From an optimization exercise on the open Yosys and OpenROAD flow, aimed at a short achievable clock period; shortcuts taken in it are not production practice. Function was not checked in any run shown here: the RTL went through the layout flow alone. Power is estimated from default activity; no workload was simulated.

**design/flow/design.v**
```verilog
module la_1_32_sync_ft245
   (
    input         clk,
    input         rst,
    input  [7:0]  ft_data_i,
    output [7:0]  ft_data_o,
    output        ft_data_oe,
    input         ft_rxf_n,
    input         ft_txe_n,
    output        ft_rd_n,
    output        ft_wr_n,
    output        ft_oe_n,
    output        ft_siwu,
    input  [31:0] chn,
    output        wr,
    output [3:0]  dbg);
localparam [31:0] CFG_WORD=32'h3C020720;  
localparam [7:0]  C_TX_LAST=8'd249;       
integer i;
reg  s_nidle, s_wr1, s_wr2, s_read, s_rold, s_ar1, s_write, s_wold;
wire s_idle=~s_nidle;
reg        ft_txe_r, ft_rxf_r;
reg  [7:0] rx_data_r;
reg  [7:0] rx_old0, rx_old1;
reg  [1:0] rx_valid_old;
reg  [1:0] ft_rd_old;
reg  [7:0] tx_old0, tx_old1, tx_old2;
reg  [2:0] tx_valid_old;
reg  [1:0] ft_wr_old;
reg        write_failed;
reg  [1:0] old_counter;
reg        tx_read_old;
reg  [7:0] tx_data_r;
reg        rd_n_r, wr_n_r, oe_n_r, oe_r, wr_r;
reg  [127:0] oh_wr, oh_re, oh_rd;
reg  [7:0]   ram[0:127];
reg  [7:0]   diff;
reg          avail_r, full_r;
reg          busy_r;
reg  [1:0]   cnt_r;
reg  [31:0]  in_d_r;
reg          start_r, start_acq_r, cfg_src_r;
reg  [7:0]   cnt_tx;
reg  [1:0]   cnt_rx;
reg  [7:0]   trg_mask, trg_value, trg_edge;
reg  [31:0]  acq_data_r;
reg          cdiv;
wire rx_pending=|rx_valid_old;
wire ft_read_ok=ft_rd_old[1] & ft_rxf_r;
wire rx_valid=(s_read & ft_read_ok) | (s_rold & rx_valid_old[1]);
wire [7:0] rx_data=s_rold ? rx_old1 : rx_data_r;
wire rx_shift=(ft_read_ok & ~rx_valid) | s_rold;
wire old_end=old_counter==2'd2;
wire idle_tx=s_idle & ~rx_pending & ~ft_rxf_r & ft_txe_r;
wire go_rold=s_idle & rx_pending;
wire go_wr1=s_idle & ~rx_pending & ft_rxf_r;
wire go_wold=idle_tx & write_failed;
wire go_write=idle_tx & ~write_failed & avail_r;
wire n_wr1=go_wr1;
wire n_wr2=s_wr1;
wire n_read=s_wr2 | (s_read & ft_rxf_r);
wire n_ar1=s_read & ~ft_rxf_r;
wire n_write=go_write | (s_write & ft_txe_r & avail_r);
wire n_wold=go_wold | (s_wold & ~old_end);
wire n_rold=go_rold | (s_rold & rx_pending);
wire n_nidle=n_wr1 | n_wr2 | n_read | n_ar1 | n_write | n_wold | n_rold;
wire ft_rd=s_wr2 | s_read;
wire ft_oe=s_wr1 | s_wr2 | s_read;
wire ft_wr=(s_write & ft_txe_r) | (s_wold & tx_valid_old[2]);
wire tx_read=n_write;  
wire we=busy_r & ~full_r;
wire re=tx_read;
wire inc=we & ~re;
wire dec=re & ~we;
reg  [7:0] datai;
always @*
begin
  case (cnt_r)
    2'd0: datai=in_d_r[7:0];
    2'd1: datai=in_d_r[15:8];
    2'd2: datai=in_d_r[23:16];
    default: datai=in_d_r[31:24];
  endcase
end
reg [7:0] dout;
always @*
begin
  dout=8'b0;
  for (i=0; i<128; i=i+1)
      dout=dout | (ram[i] & {8{oh_rd[i]}});
end
always @(posedge clk)
begin
  for (i=0; i<128; i=i+1)
      if (we && oh_wr[i])
         ram[i] <= datai;
  oh_rd <= oh_re;
end
always @(posedge clk or posedge rst)
begin
  if (rst)
     begin
     oh_wr   <= 128'b1;
     oh_re   <= 128'b1;
     diff    <= 8'b0;
     avail_r <= 1'b0;
     full_r  <= 1'b0;
     end
  else
     begin
     if (we)
        oh_wr <= {oh_wr[126:0], oh_wr[127]};
     if (re)
        oh_re <= {oh_re[126:0], oh_re[127]};
     if (inc)
        begin
        diff    <= diff+8'd1;
        avail_r <= 1'b1;
        full_r  <= diff==8'd127;
        end
     else if (dec)
        begin
        diff    <= diff-8'd1;
        avail_r <= diff!=8'd1;
        full_r  <= 1'b0;
        end
     end
end
wire last=(cnt_r==2'd3) & ~full_r;
wire tx_full=busy_r & ~last;
wire cdiv0=~cdiv;
wire [31:0] tx_data_o=cfg_src_r ? CFG_WORD : acq_data_r;
wire any_edge=|trg_edge;
wire any_change=|(acq_data_r ^ chn);
wire edge0=any_change & any_edge;
wire [7:0] trg_ok;
assign trg_ok[0]=~trg_mask[0] | ((trg_value[0] ~^ acq_data_r[0]) & (trg_edge[0] ~^ edge0));
genvar g;
generate
for (g=1; g<8; g=g+1)
   begin : trg_bits
   assign trg_ok[g]=~trg_mask[g] | ((trg_value[g] ~^ acq_data_r[g]) & ~trg_edge[g]);
   end
endgenerate
wire trigger=(trg_mask==8'b0) | (&trg_ok);
wire tx_wr=~tx_full & cdiv0 & (start_acq_r | (start_r & trigger));
wire next_data=~tx_full & start_r & cdiv0 & ~cfg_src_r;
wire rx_cmd=rx_valid & (cnt_rx==2'd3);
reg       nx_start, nx_start_acq, nx_cfg_src, nx_busy, nx_cdiv;
reg [1:0] nx_cnt;
reg [7:0] nx_cnt_tx;
always @*
begin
  nx_start=start_r;
  nx_start_acq=start_acq_r;
  nx_cfg_src=cfg_src_r;
  nx_cnt_tx=cnt_tx;
  if (start_r && (trigger || cfg_src_r))
     nx_start_acq=1'b1;
  if (tx_wr)
     begin
     nx_cnt_tx=cnt_tx+8'd1;
     if (cnt_tx==C_TX_LAST || cfg_src_r)
        begin
        nx_start=1'b0;
        nx_start_acq=1'b0;
        end
     end
  if (rx_cmd)
     begin
     nx_start=rx_data[0];
     nx_cfg_src=rx_data[1];
     if (!start_r && rx_data[0])
        begin
        nx_cnt_tx=8'b0;
        if (trg_mask==8'b0)
           nx_start_acq=1'b1;
        end
     if (!rx_data[0])
        nx_start_acq=1'b0;
     end
  nx_cdiv=(rx_valid && rx_data[0]) ? 1'b0 : ~cdiv;
  nx_busy=busy_r;
  nx_cnt=cnt_r;
  if (busy_r && !full_r)
     begin
     if (last)
        begin
        nx_busy=1'b0;
        nx_cnt=2'd0;
        end
     else
        nx_cnt=cnt_r+2'd1;
     end
  if (tx_wr)
     begin
     nx_busy=1'b1;
     nx_cnt=2'd0;
     end
end
wire nx_full=inc ? diff==8'd127 : (dec ? 1'b0 : full_r);
wire nx_tx_full=nx_busy & ~((nx_cnt==2'd3) & ~nx_full);
wire nx_next_data=~nx_tx_full & nx_start & ~nx_cdiv & ~nx_cfg_src;
always @(posedge clk or posedge rst)
begin
  if (rst)
     begin
     start_r     <= 1'b0;
     start_acq_r <= 1'b0;
     cfg_src_r   <= 1'b0;
     cnt_tx      <= 8'b0;
     cnt_rx      <= 2'b0;
     trg_mask    <= 8'b0;
     trg_value   <= 8'b0;
     trg_edge    <= 8'b0;
     cdiv        <= 1'b0;
     busy_r      <= 1'b0;
     cnt_r       <= 2'b0;
     acq_data_r  <= 32'b0;
     end
  else
     begin
     start_r     <= nx_start;
     start_acq_r <= nx_start_acq;
     cfg_src_r   <= nx_cfg_src;
     cnt_tx      <= nx_cnt_tx;
     cdiv        <= nx_cdiv;
     busy_r      <= nx_busy;
     cnt_r       <= nx_cnt;
     if (rx_valid)
        begin
        cnt_rx <= cnt_rx+2'd1;
        case (cnt_rx)
          2'd0: trg_mask  <= rx_data;
          2'd1: trg_value <= rx_data;
          2'd2: trg_edge  <= rx_data;
          default: ;
        endcase
        end
     else
        cnt_rx <= 2'b0;
     if (next_data)
        acq_data_r <= chn;
     end
end
always @(posedge clk)
begin
  if (tx_wr)
     in_d_r <= tx_data_o;
end
always @(posedge clk or posedge rst)
begin
  if (rst)
     begin
     s_nidle      <= 1'b0;
     s_wr1        <= 1'b0;
     s_wr2        <= 1'b0;
     s_read       <= 1'b0;
     s_rold       <= 1'b0;
     s_ar1        <= 1'b0;
     s_write      <= 1'b0;
     s_wold       <= 1'b0;
     ft_txe_r     <= 1'b0;
     ft_rxf_r     <= 1'b0;
     rx_data_r    <= 8'b0;
     rx_old0      <= 8'b0;
     rx_old1      <= 8'b0;
     rx_valid_old <= 2'b0;
     ft_rd_old    <= 2'b0;
     ft_wr_old    <= 2'b0;
     tx_read_old  <= 1'b0;
     tx_old0      <= 8'b0;
     tx_old1      <= 8'b0;
     tx_old2      <= 8'b0;
     tx_valid_old <= 3'b0;
     old_counter  <= 2'b0;
     write_failed <= 1'b0;
     end
  else
     begin
     s_nidle <= n_nidle;
     s_wr1   <= n_wr1;
     s_wr2   <= n_wr2;
     s_read  <= n_read;
     s_rold  <= n_rold;
     s_ar1   <= n_ar1;
     s_write <= n_write;
     s_wold  <= n_wold;
     ft_txe_r  <= ~ft_txe_n;
     ft_rxf_r  <= ~ft_rxf_n;
     rx_data_r <= oe_r ? tx_data_r : ft_data_i;
     if (rx_shift)
        begin
        rx_old1      <= rx_old0;
        rx_old0      <= rx_data_r;
        rx_valid_old <= {rx_valid_old[0], ft_read_ok};
        end
     ft_rd_old   <= {ft_rd_old[0], ft_rd};
     ft_wr_old   <= {ft_wr_old[0], ft_wr};
     tx_read_old <= tx_read;
     if (!write_failed)
        begin
        tx_old2      <= tx_old1;
        tx_old1      <= tx_old0;
        tx_old0      <= dout;
        tx_valid_old <= {tx_valid_old[1:0], tx_read_old};
        end
     if (ft_wr_old[1] && !ft_txe_r)
        write_failed <= 1'b1;
     if (tx_read_old && !ft_txe_r)
        write_failed <= 1'b1;
     if (s_wold)
        begin
        old_counter  <= old_counter+2'd1;
        tx_valid_old <= {tx_valid_old[1:0], 1'b0};
        tx_old2      <= tx_old1;
        tx_old1      <= tx_old0;
        tx_old0      <= 8'b0;
        if (old_end)
           begin
           old_counter  <= 2'b0;
           write_failed <= 1'b0;
           end
        end
     end
end
always @(posedge clk)
begin
  if (rst)
     begin
     rd_n_r <= 1'b1;
     wr_n_r <= 1'b1;
     oe_n_r <= 1'b1;
     oe_r   <= 1'b1;
     wr_r   <= 1'b0;
     end
  else
     begin
     rd_n_r <= ~ft_rd;
     wr_n_r <= ~ft_wr;
     oe_n_r <= ~ft_oe;
     oe_r   <= ~(n_wr1 | n_wr2 | n_read | n_ar1);
     wr_r   <= nx_next_data;
     end
  tx_data_r <= s_wold ? tx_old2 : dout;
end
assign ft_data_o=tx_data_r;
assign ft_data_oe=oe_r;
assign ft_rd_n=rd_n_r;
assign ft_wr_n=wr_n_r;
assign ft_oe_n=oe_n_r;
assign ft_siwu=1'b1;
assign wr=wr_r;
assign dbg=4'b0;
endmodule  
```
**design/flow/config.mk**
```make
export PLATFORM = sky130hd
export DESIGN_NAME = la_1_32_sync_ft245
export DESIGN_NICKNAME = la_1_32_sync_ft245
export VERILOG_FILES = /design/flow/design.v
export SDC_FILE = /design/flow/constraint.sdc
export NUM_CORES = 4
export LEC_CHECK = 0
export CAP_MARGIN = 20
export CORE_MARGIN = 2
export CORE_UTILIZATION = 40
export SLEW_MARGIN = 20
```
**design/flow/constraint.sdc**
```tcl
create_clock -name core_clock -period 4.0 [get_ports {clk}]
set_input_delay 0.8000 -clock core_clock [delete_from_list [all_inputs] [get_ports {clk}]]
set_output_delay 0.8000 -clock core_clock [all_outputs]
set_load 0.01 [all_outputs]
```
**design/flow/run.sh**
```bash
#!/bin/bash
# synth_recipe.tcl (not shown) runs the flow's synth.tcl, then flattens the netlist and writes it again
# the make line also repeats each setting of config.mk as NAME=value (left out here)
make -C /OpenROAD-flow-scripts/flow DESIGN_CONFIG=/design/flow/config.mk WORK_HOME=/design/flow/orfs CLKGATE_MAP_FILE= SYNTH_SCRIPT=/design/flow/synth_recipe.tcl finish
```
==> metrics.cfg, run 1 <==
[power]
swShare=0.278
p_int_mw=31.2
leakage_nw=25.5
pwr_density_cell_nw_per_um2=655
seqPwrFrac=0.511
switchingPower_mw=12.0
ir_drop_uv=579
pwr-share-comb=0.148
p_clk_frac=0.341

[timing]
tns_ps=0
max-slew-margin-rel=0.144
period_minus_slack_ps=3500
min_period_over_period=0.875
hold_viol_final=0
setup_viol=0
max_freq_ghz=0.286
rsz0062_at_grt=false
clock_skew_ps=32.6
slew_viol_final=0
worst_slew_pin_slew_ps=1280

[clocking]
clock_path_buffers=3
cts-htree-levels=4
post_cts_buffers=0
cts_tree=done
cts.hold.buffers_added=0
cts_root_buf=clkbuf_16
numCtsBuffers=156
cts_resized=0
clock_latency_ps=810
cts.sinks=1605
clk_pin_slew_worst_paths_ps=60

[logic_synthesis]
syn_inst=3584
syn_avg_cell_area_um2=16.0
synth-edff-count=1056
seq_area_frac_synth=0.782
synthArstFlopShare=0.254
ys_types=53
netlist_top_cells_area=edfxtp_1 55%, dfrtp_1 18%, dfxtp_1 4.9%
synth_top_area_share=0.554
ys.warnings.count=2
ys_ff_latch=1605
synth_ff_type=edfxtp_1
yosys.area.top_type=edfxtp_1
syn-cell-area_um2=57200

[cells_and_area]
layout_commonest_cell=edfxtp_1
drive_above_1_share=0.130
design_area_um2=66000
nNetsFinal=3821
mostFrequentLayoutCells=1,056 x edfxtp_1, 446 x nand2_1, 406 x dfrtp_1
area_growth_pct=15.5

[global_routing]
grt_max_degree=129
first_global_vias=33600
grt_overflow_total=0
antenna_found_initial=8
track_usage=0.294
grt_pass1_wl_um=291000

[placed_design]
hpwl_um=143000
gp_congestion=1.03
portBuffers=56
placed_area_um2=60900

[drt]
antenna_left=0
drtIter0Drc=6538
wl_per_cell_um=37.4
vias_per_cell=6.25
drc=0
dr.pass1.iters=5
drt_wl_total_um=217000
vias=36200

[die]
rows=138
core_area_um2=142000
start_util=0.404
die_w_um=382
die-area_um2=146000
die_h_um=382
pin_count=62

[run_status]
status=timing/DRC/antenna clean

[setup_path]
crit_required_ps=4660
cp-start-kind=flop
crit_fanout=6
worstPathArrival_ps=4160
critPathCaptureType=flop
worstSetupPathType=reg -> reg

[worst_hold_path]
worstHoldPathType=reg -> reg

[flow_run]
cap_viol_max_count=0

==> routing by layer <==
metal | vias up | GRT usage | wire (um)
li1 | 14100 | - | -
met1 | 18500 | 0.387 | 77300
met2 | 2973 | 0.419 | 90900
met3 | 600 | 0.105 | 32800
met4 | 6 | 0.172 | 15400
met5 | - | 0.000331 | 151
==> worst max-delay path, stage by stage (launching register included) <==
cell and delay (ps):
dfxtp_1 550, a22o_1 320, a221oi_1 800, nand3_1 270
nor4_1 650, buf_4 250, and3_1 340, o21a_1 150
nor2_1 40
==> Yosys cell counts (28+ instances only) <==
master	count
nor2_1	30
nor4_1	28
xor2_1	49
nand4_1	79
inv_1	32
dfrtp_1	406
a221oi_1	176
clkbuf_1	204
a22oi_1	160
a21o_1	131
mux2_2	68
edfxtp_1	1056
nand2_1	446
o21ai_0	50
and2_1	132
dfxtp_1	141
a22o_1	176
==> sequential cells by signal, summed over array words and instances (netlist names), 3 cells and up <==
register	flops
cnt_tx	8
acq_data_r	32
tx_old1	8
oh_rd	128
trg_mask	8
diff	8
tx_data_r	8
tx_old2	8
tx_valid_old	3
oh_wr	128
ram	1024
trg_edge	8
trg_value	8
in_d_r	32
rx_old1	8
tx_old0	8
oh_re	128
rx_data_r	8
rx_old0	8
==> final cells by class <==
type	instances	area (um2)
Antenna cell	6	15.0
Clock buffer	221	4370
Clock inverter	68	702
Fill cell	12100	75700
Inverter	33	133
Multi-Input combinational cell	1731	11600
Sequential cell	1605	44700
Tap cell	1890	2360
Timing Repair Buffer	235	2100
==> power by group through the flow <==
stage               Sequential (mW)  Combinational (mW)  Clock [mW]
floorplan                      22.3                3.37           0
global placement               22.4                6.20           0
detailed placement             22.4                6.31           0
CTS                            22.1                6.34        14.8
global route                   22.2                6.78        15.5
finish                         22.1                6.41        14.7
==> worst paths after layout <==
path	startpoint	to	slack, ps	cells past startpoint
hold / removal	ft_wr_old[0]	ft_wr_old[1]	350	0
setup / recovery	oh_rd[0]	tx_old0[3]	500	8
min in group asynchronous	rst	oh_wr[32]	580	2
hold reg to reg	ft_wr_old[0]	ft_wr_old[1]	350	0
max in group asynchronous	rst	oh_wr[94]	2210	3
setup reg to reg	oh_rd[0]	tx_old0[3]	500	8
==> kinds of logic (layout without fill, tap and decap cells) <==
| family | Yosys count | count (layout) | synth area share |
|---|---|---|---|
| other cells | 2 | 11 | 0.000131 |
| fa+ha+maj | 15 | 15 | 0.00328 |
| xor+xnor | 50 | 50 | 0.00766 |
| mux | 93 | 93 | 0.0178 |
| compound gates | 748 | 748 | 0.104 |
| simple gates | 820 | 820 | 0.0684 |
| buf+inv | 251 | 557 | 0.0170 |
| flops | 1605 | 1605 | 0.782 |
==> through the flow <==
stage	total power, mW	cells	worst slack (ps)	hold slack, ps	utilization
after CTS	43.2	5782	904	347	0.466
after floorplan	25.7	3587	-2950	331	-
after detailed placement	28.7	5493	410	335	0.430
after global routing	44.4	5783	675	361	0.466
final	43.2	5789	498	347	0.466
after global placement	28.6	5493	433	333	0.430
==> inputs of run 2 (changes only) <==
--- a/design/flow/config.mk
+++ b/design/flow/config.mk
@@ -5,7 +5,11 @@
 export SDC_FILE = /design/flow/constraint.sdc
 export NUM_CORES = 4
 export LEC_CHECK = 0
+export ABC_CLOCK_PERIOD_IN_PS = 1500
 export CAP_MARGIN = 20
 export CORE_MARGIN = 2
-export CORE_UTILIZATION = 40
+export CORE_UTILIZATION = 60
+export PLACE_DENSITY = 0.75
+export SETUP_SLACK_MARGIN = 2.3
 export SLEW_MARGIN = 20
+export TNS_END_PERCENT = 100
==> metrics.cfg, run 2 <==
[logic_synthesis]
synthMuxAreaShare=0.0178  ; unchanged
syn_avg_cell_area_um2=16.0  ; unchanged
yosys.area.top_type=edfxtp_1
synth_top_area_share=0.554  ; unchanged
ys_types=53  ; unchanged
synth_most_common_cell=edfxtp_1
syn_inst=3584  ; unchanged
netlist_top_cells_area=edfxtp_1 55%, dfrtp_1 18%, dfxtp_1 4.9%
synth-xor-area-share=0.00766  ; unchanged
synth-edff-count=1056  ; unchanged
ys.warnings.count=2  ; unchanged
synth-adder-area-share=0.00328  ; unchanged
seq_area_frac_synth=0.782  ; unchanged
synth_ff_type=edfxtp_1
synthTopCellsByCount=1,056 x edfxtp_1, 446 x nand2_1, 406 x dfrtp_1
ys_ff_latch=1605  ; unchanged
yosys.area_share.simple=0.0684  ; unchanged
synthArstFlopShare=0.254  ; unchanged
synth_top_family_by_area=compound AO/OA/AOI/OAI gates
syn-cell-area_um2=57200  ; unchanged
synth_compound_area_frac=0.104  ; unchanged

[clocking]
clock_path_buffers=3  ; unchanged
cts-htree-levels=4  ; unchanged
cts_root_buf=clkbuf_16
cts.hold.buffers_added=0  ; unchanged
numCtsBuffers=153  ; -1.9%
cts.sinks=1605  ; unchanged

[placed_design]
hpwl_um=128000  ; -11%
placedCellCount=4797  ; -13%
portBuffers=56  ; unchanged
gp_congestion=1.08  ; +5.1%
place_ws_ps=496  ; +85.8 ps

[die]
die_w_um=313  ; -18%
rows=113  ; -18%
die_h_um=313  ; -18%
pin_count=62  ; unchanged
start_util=0.604  ; +0.200

[global_routing]
grt_overflow_total=364
track_usage=0.776
grt_max_degree=103

[run_status]
error=[ERROR GRT-0232] Routing congestion too high. Check the congestion heatmap in the GUI.
haltStage=5_1_grt
status=aborted with a tool error

-- run 2: cell counts after synthesis --
No cell type changed its count.
-- run 2: timing repair --
item | CTS
pin swaps | 306
cloned | 194
setup buffers | 206
resized for setup | 1271
endpoints found under the hold margin | 0
endpoints found under the setup margin | 2466
-- run 2: logic make-up after synthesis --
kind of cell             Yosys count
AO/OA/AOI/OAI                    748
XOR/XNOR                          50
adder cells (fa/ha/maj)           15
buffers and inverters            251
flip-flops                      1605
multiplexers                      93
other                              2
AND/OR/NAND/NOR                  820
-- run 2: layer usage --
metal | global-route usage | GRT overflow
met1 | 0.776 | 21
met5 | 0.440 | 4
met3 | 0.705 | 22
met4 | 0.730 | 159
met2 | 0.887 | 158
-- run 2: power groups by stage --
stage,registers (mW),clock network [mW],logic (mW)
2_1_floorplan,22.3,0,3.39
3_5_place_dp,22.4,0,5.99
3_3_place_gp,22.4,0,5.80
4_1_cts,21.9,14.8,21.0
-- run 2: worst max path at each step --
stage / from / to / slack [ps] / depth (start not counted)
floorplan: rst / oe_n_r / -2950 / 2
global placement: chn[26] / cnt_tx[7] / 470 / 9
detailed placement: chn[26] / cnt_tx[1] / 500 / 8
CTS: acq_data_r[21] / cnt_tx[0] / 1610 / 10
-- run 2: stage by stage --
step | utilization | cell area [um2]
after floorplan | - | 57300
after global placement | 0.629 | 59500
after detailed placement | 0.629 | 59600
after CTS | 0.797 | 75500

==> what the ideal ports hide <==
No port has a modelled driver above. Below, the same layout with a new extraction and two added sets of constraints.
Step 1 assumes that a clkbuf_16 drives the clock port and a buf_2 every other input.
Step 2, shift: input delay + t, output delay - t, t = (earliest + latest rising clock arrival at the registers) / 2. This alone moves slack from input paths to output paths.
a / b / c = no drivers / after step 1 / after step 2; a / b = the first two.
run: run 1
shift t [ns]: 0.865
setup WS [ns]: 0.498 / 0.498 / 0.416
latest minus earliest clock arrival (ns): 0.032 / 0.033
After both steps setup and hold are still met in run 1. The setup slack of run 1 moves by 0.000 ns with the drivers and by -0.082 ns with both steps.
